From an optimization exercise on the open Yosys and OpenROAD flow, aimed at small area, a short achievable clock period and few clock cycles per item; shortcuts taken in it are not production practice. At most, simulation tests tie the RTL to the original design; equivalence was not proved. Power figures rest on the tool's default switching activity, not on a simulated workload.

red:
==> flow/design.v <==
module alu_multi_cycle #(
    parameter OPERAND_BUS_WIDTH = 8,
    parameter OPERAND_MAX_DATA_WIDTH = 32,
    parameter RESULT_BUS_WIDTH = 16,
    parameter RESULT_MAX_DATA_WIDTH = 64
) (
    input   wire                            clk,
    input   wire                            rst,  
    input   wire                            operand_valid,
    input   wire [2:0]                      op,
    input   wire [OPERAND_BUS_WIDTH-1:0]    a,
    input   wire [OPERAND_BUS_WIDTH-1:0]    b,
    input   wire                            operand_last,
    output  reg                             ready,
    output  reg                             result_valid,
    output  reg  [RESULT_BUS_WIDTH-1:0]     result,
    output  reg                             result_last,
    output  reg                             result_rst
);
    reg [31:0] opa;       
    reg [31:0] opb;       
    reg        cy;        
    reg [2:0]  opc;       
    reg [1:0]  nb;        
    reg        s_recv;    
    reg        s_full;    
    reg        m_busy;    
    reg [2:0]  didx;      
    reg [1:0]  d_one, d_two, d_neg;    
    reg        d_top;     
    reg [63:0] o;         
    reg [1:0]  corr;      
    wire flush = !rst || (operand_valid && op == 3'b111);
    always @(*) result = o[15:0];
    wire is_mul  = (opc == 3'b100);
    wire o_free  = !m_busy && (!result_valid || result_last);
    wire xfer    = s_full && o_free;
    wire step    = m_busy || (xfer && is_mul);
    wire m_done  = (didx == 3'd0);
    wire accept  = operand_valid && ready;
    wire first   = !s_recv;
    wire lastb   = operand_last || !first && nb == 2'd3;
    wire [23:0] ohi  = o[63:40];
    wire [23:0] ofix = corr[1] ? ohi - 24'd1 : (corr[0] ? ohi + 24'd1 : ohi);
    wire o_hi0   = ({ofix, o[39:32]} == 32'd0);
    wire [2:0] cur_op = first ? op : opc;
    wire       cin    = !first && cy;
    wire [9:0] bsum_x = {1'b0, a, 1'b1} + {1'b0, b, cin};
    wire [8:0] bsum   = bsum_x[9:1];
    reg  [7:0] rbyte;
    reg        rcarry;
    always @(*) begin
        rcarry = 1'b0;
        case (cur_op)
            3'b001: {rcarry, rbyte} = bsum;
            3'b010: rbyte = a & b;
            3'b011: rbyte = a ^ b;
            3'b100: rbyte = a;
            default: rbyte = 8'd0;
        endcase
    end
    function automatic [6:0] benc(input [4:0] x);    
        integer m;
        reg b2, b1, b0;
        begin
            benc = 7'd0;
            for (m = 0; m < 2; m = m + 1) begin
                b2 = x[2*m+2]; b1 = x[2*m+1]; b0 = x[2*m];
                benc[m]   = b1 ^ b0;
                benc[2+m] = (b2 & !b1 & !b0) | (!b2 & b1 & b0);
                benc[4+m] = b2 & !(b1 & b0);
            end
            benc[6] = x[4];
        end
    endfunction
    wire [2:0] nd_idx = didx - 3'd1;
    wire [4:0] nd_x   = {opa[{nd_idx, 2'b00} +: 4], (nd_idx == 3'd0) ? 1'b0 : opa[{nd_idx, 2'b00} - 1]};
    wire [4:0] fd_x   = {a[7:4], a[3]};
    function automatic [41:0] add42(input [41:0] x, input [41:0] y);
        reg [41:0] g, p, g0, p0;
        integer i, l, j;
        begin
            g0 = x & y;
            p0 = x ^ y;
            g = g0;
            p = p0;
            for (l = 0; l < 6; l = l + 1) begin
                for (i = 41; i >= 0; i = i - 1) begin
                    if ((i >> l) & 1) begin
                        j = ((i >> l) << l) - 1;
                        g[i] = g[i] | (p[i] & g[j]);
                        p[i] = p[i] & p[j];
                    end
                end
            end
            add42[0] = p0[0];
            for (i = 1; i < 42; i = i + 1) add42[i] = p0[i] ^ g[i-1];
        end
    endfunction
    wire [32:0] pp0 = (({33{d_one[0]}} & {1'b0, opb}) | ({33{d_two[0]}} & {opb, 1'b0})) ^ {33{d_neg[0]}};
    wire [32:0] pp1 = (({33{d_one[1]}} & {1'b0, opb}) | ({33{d_two[1]}} & {opb, 1'b0})) ^ {33{d_neg[1]}};
    wire [41:0] row0 = {6'b111111, !d_neg[0], d_neg[0], d_neg[0], pp0};
    wire [41:0] row1 = {6'd0, !d_neg[1], pp1, 2'b00};
    wire [39:0] accl = m_busy ? {o[35:0], 4'd0} : (d_top ? {4'd0, opb, 4'd0} : 40'd0);
    wire [41:0] arow = {2'd0, accl[39:4], 1'b0, d_neg[1], 1'b0, d_neg[0]};
    wire [41:0] c1s  = row0 ^ row1 ^ arow;
    wire [41:0] c1c  = ((row0 & row1) | (row0 & arow) | (row1 & arow)) << 1;
    wire [41:0] lsum = add42(c1s, c1c);
    wire [23:0] acch = m_busy ? {ofix[19:0], o[39:36]} : 24'd0;
    wire [63:0] macc = {acch, lsum[39:0]};
    always @(posedge clk) begin
        if (step)
            o <= macc;
        else if (xfer)
            o <= {31'd0, cy && nb == 2'd0, opa[31:25], opa[24] | (cy && nb == 2'd3),
                  opa[23:17], opa[16] | (cy && nb == 2'd2), opa[15:9], opa[8] | (cy && nb == 2'd1), opa[7:0]};
        else
            o <= {16'd0, ofix, o[39:16]};
        if (flush || !step)
            corr <= 2'b00;
        else
            corr <= lsum[41:40];
    end
    always @(posedge clk) begin
        if (accept) begin
            cy <= rcarry;
            if (first) begin
                opa <= {24'd0, rbyte};
                opb <= {24'd0, b};
            end else begin
                case (nb)
                    2'd1: begin opa[15:8]  <= rbyte; opb[15:8]  <= b; end
                    2'd2: begin opa[23:16] <= rbyte; opb[23:16] <= b; end
                    default: begin opa[31:24] <= rbyte; opb[31:24] <= b; end
                endcase
            end
        end
    end
    reg        s_recv_n, s_full_n, m_busy_n, rv_n, rl_n;
    reg [2:0]  didx_n, opc_n;
    reg [1:0]  nb_n;
    reg [6:0]  dsel_n;
    always @(*) begin
        s_recv_n = s_recv;
        s_full_n = s_full;
        m_busy_n = m_busy;
        didx_n   = didx;
        opc_n    = opc;
        nb_n     = nb;
        dsel_n   = {d_top, d_neg, d_two, d_one};
        if (result_valid && !result_last) begin
            rv_n = 1'b1;
            rl_n = o_hi0;
        end else begin
            rv_n = 1'b0;
            rl_n = 1'b0;
        end
        if (step) begin
            didx_n   = nd_idx;
            dsel_n   = benc(nd_x);
            m_busy_n = !m_done;
            if (m_done) begin
                s_full_n = 1'b0;
                rv_n     = 1'b1;
                rl_n     = 1'b0;
            end
        end else if (xfer) begin
            s_full_n = 1'b0;
            rv_n     = 1'b1;
            rl_n     = 1'b0;
        end
        if (accept) begin
            if (first) begin
                opc_n = op;
                nb_n  = 2'd1;
                if (op != 3'b000) begin
                    if (operand_last) s_full_n = 1'b1;
                    else              s_recv_n = 1'b1;
                end
            end else begin
                nb_n = nb + 2'd1;
                if (lastb) begin
                    s_recv_n = 1'b0;
                    s_full_n = 1'b1;
                end
            end
            if (lastb) begin
                didx_n = {nb, 1'b1} & {first ? 2'b00 : 2'b11, 1'b1};
                dsel_n = benc(fd_x);
            end
        end
        if (flush) begin
            s_recv_n = 1'b0;
            s_full_n = 1'b0;
            m_busy_n = 1'b0;
            rv_n     = 1'b0;
            rl_n     = 1'b0;
        end
    end
    wire o_free_n = !m_busy_n && (!rv_n || rl_n);
    wire ready_n  = !s_full_n || (o_free_n && opc_n != 3'b100) || (m_busy_n && didx_n == 3'd0);
    always @(posedge clk) begin
        s_recv       <= s_recv_n;
        s_full       <= s_full_n;
        m_busy       <= m_busy_n;
        didx         <= didx_n;
        opc          <= opc_n;
        nb           <= nb_n;
        {d_top, d_neg, d_two, d_one} <= dsel_n;
        result_valid <= rv_n;
        result_last  <= rl_n;
        ready        <= ready_n;
        result_rst   <= flush;
    end
endmodule
==> flow/config.mk <==
export PLATFORM = sky130hd
export DESIGN_NAME = alu_multi_cycle
export DESIGN_NICKNAME = alu_multi_cycle
export VERILOG_FILES = /design/flow/design.v
export SDC_FILE = /design/flow/constraint.sdc
export NUM_CORES = 4
export LEC_CHECK = 0
export CAP_MARGIN = 20
export CORE_MARGIN = 2
export CORE_UTILIZATION = 40
export CTS_BUF_LIST = sky130_fd_sc_hd__clkbuf_4 sky130_fd_sc_hd__clkbuf_8
export SLEW_MARGIN = 20
export SETUP_SLACK_MARGIN = 5.75
export BUFFER_PORTS_ARGS = -buffer_cell sky130_fd_sc_hd__buf_2
==> flow/constraint.sdc <==
create_clock -name core_clock -period 10.0 [get_ports {clk}]
set_input_delay 2.0000 -clock core_clock [delete_from_list [all_inputs] [get_ports {clk}]]
set_output_delay 2.0000 -clock core_clock [all_outputs]
set_load 0.01 [all_outputs]
standard.sh (not shown) runs the stock make flow with config.mk's settings and CLKGATE_MAP_FILE= SYNTH_SCRIPT=/design/flow/synth_recipe.tcl, a recipe that flattens the netlist after the stock synthesis.
==> flow/flow/run.sh <==
#!/bin/bash
set -e
echo "export SETUP_SLACK_MARGIN = 5.75" >> config.mk
echo "export BUFFER_PORTS_ARGS = -buffer_cell sky130_fd_sc_hd__buf_2" >> config.mk
bash standard.sh > standard.log 2>&1
--- input diff red..blue ---
--- a/flow/design.v
+++ b/flow/design.v
@@ -26,26 +26,23 @@
     reg        s_full;    
     reg        m_busy;    
     reg [2:0]  didx;      
     reg [1:0]  d_one, d_two, d_neg;    
     reg        d_top;     
     reg [63:0] o;         
-    reg [1:0]  corr;      
     wire flush = !rst || (operand_valid && op == 3'b111);
     always @(*) result = o[15:0];
     wire is_mul  = (opc == 3'b100);
     wire o_free  = !m_busy && (!result_valid || result_last);
     wire xfer    = s_full && o_free;
     wire step    = m_busy || (xfer && is_mul);
     wire m_done  = (didx == 3'd0);
     wire accept  = operand_valid && ready;
     wire first   = !s_recv;
     wire lastb   = operand_last || !first && nb == 2'd3;
-    wire [23:0] ohi  = o[63:40];
-    wire [23:0] ofix = corr[1] ? ohi - 24'd1 : (corr[0] ? ohi + 24'd1 : ohi);
-    wire o_hi0   = ({ofix, o[39:32]} == 32'd0);
+    wire o_hi0   = (o[63:32] == 32'd0);
     wire [2:0] cur_op = first ? op : opc;
     wire       cin    = !first && cy;
     wire [9:0] bsum_x = {1'b0, a, 1'b1} + {1'b0, b, cin};
     wire [8:0] bsum   = bsum_x[9:1];
     reg  [7:0] rbyte;
     reg        rcarry;
@@ -103,26 +100,25 @@
     wire [41:0] row1 = {6'd0, !d_neg[1], pp1, 2'b00};
     wire [39:0] accl = m_busy ? {o[35:0], 4'd0} : (d_top ? {4'd0, opb, 4'd0} : 40'd0);
     wire [41:0] arow = {2'd0, accl[39:4], 1'b0, d_neg[1], 1'b0, d_neg[0]};
     wire [41:0] c1s  = row0 ^ row1 ^ arow;
     wire [41:0] c1c  = ((row0 & row1) | (row0 & arow) | (row1 & arow)) << 1;
     wire [41:0] lsum = add42(c1s, c1c);
-    wire [23:0] acch = m_busy ? {ofix[19:0], o[39:36]} : 24'd0;
-    wire [63:0] macc = {acch, lsum[39:0]};
+    wire [23:0] acch = m_busy ? o[59:36] : 24'd0;
+    wire [23:0] hinc = acch + 24'd1;
+    wire [23:0] hdec = acch - 24'd1;
+    wire [23:0] hsum = lsum[41] ? hdec : (lsum[40] ? hinc : acch);
+    wire [63:0] macc = {hsum, lsum[39:0]};
     always @(posedge clk) begin
         if (step)
             o <= macc;
         else if (xfer)
             o <= {31'd0, cy && nb == 2'd0, opa[31:25], opa[24] | (cy && nb == 2'd3),
                   opa[23:17], opa[16] | (cy && nb == 2'd2), opa[15:9], opa[8] | (cy && nb == 2'd1), opa[7:0]};
         else
-            o <= {16'd0, ofix, o[39:16]};
-        if (flush || !step)
-            corr <= 2'b00;
-        else
-            corr <= lsum[41:40];
+            o <= {16'd0, o[63:16]};
     end
     always @(posedge clk) begin
         if (accept) begin
             cy <= rcarry;
             if (first) begin
                 opa <= {24'd0, rbyte};
==> run notes <==
- blue completed end to end with timing, DRC and antenna clean.
- Part of the cycle the worst path needs (lower): blue
- Against red, upper clock frequency limit in blue rose slightly.
- blue: net count after synthesis higher than red
- Remaining number of nets flagged by the antenna check after routing came out exactly the same in red and blue.
- Per the comparison of blue with red, placeable core area higher; number of enable flip-flop cells after synthesis roughly the same; power share of the sequential group higher.
Testbench counts of blue, summed over its fixed seeds: cycles 31,033, items 8,000.
The RTL of red was laid out without a check of its function.

-- static timing again, ports no longer ideal --
The flow's constraints put no driver on any port. The routed layouts listed below were extracted and timed again, unchanged, in two steps. Step 1, drivers: a clkbuf_16 drives clk and a buf_2 each remaining input, both assumed. Step 2 also shifts input and output timing later by t, the mid clock arrival at the registers, as if the neighbouring blocks saw the same clock. Three values: no drivers, after step 1, after step 2; two values: the first two.
run | shift t [ns] | slack for setup (ns) | worst setup path at the end
red | 0.498 | 5.827 / 5.827 / 5.484 | input to register
blue | 0.511 | 5.857 / 5.857 / 5.524 | input to register
After both steps every run listed still meets setup and hold. The setup slack of red, which loses most, moves by 0.000 ns with the drivers and by -0.343 ns with both steps.
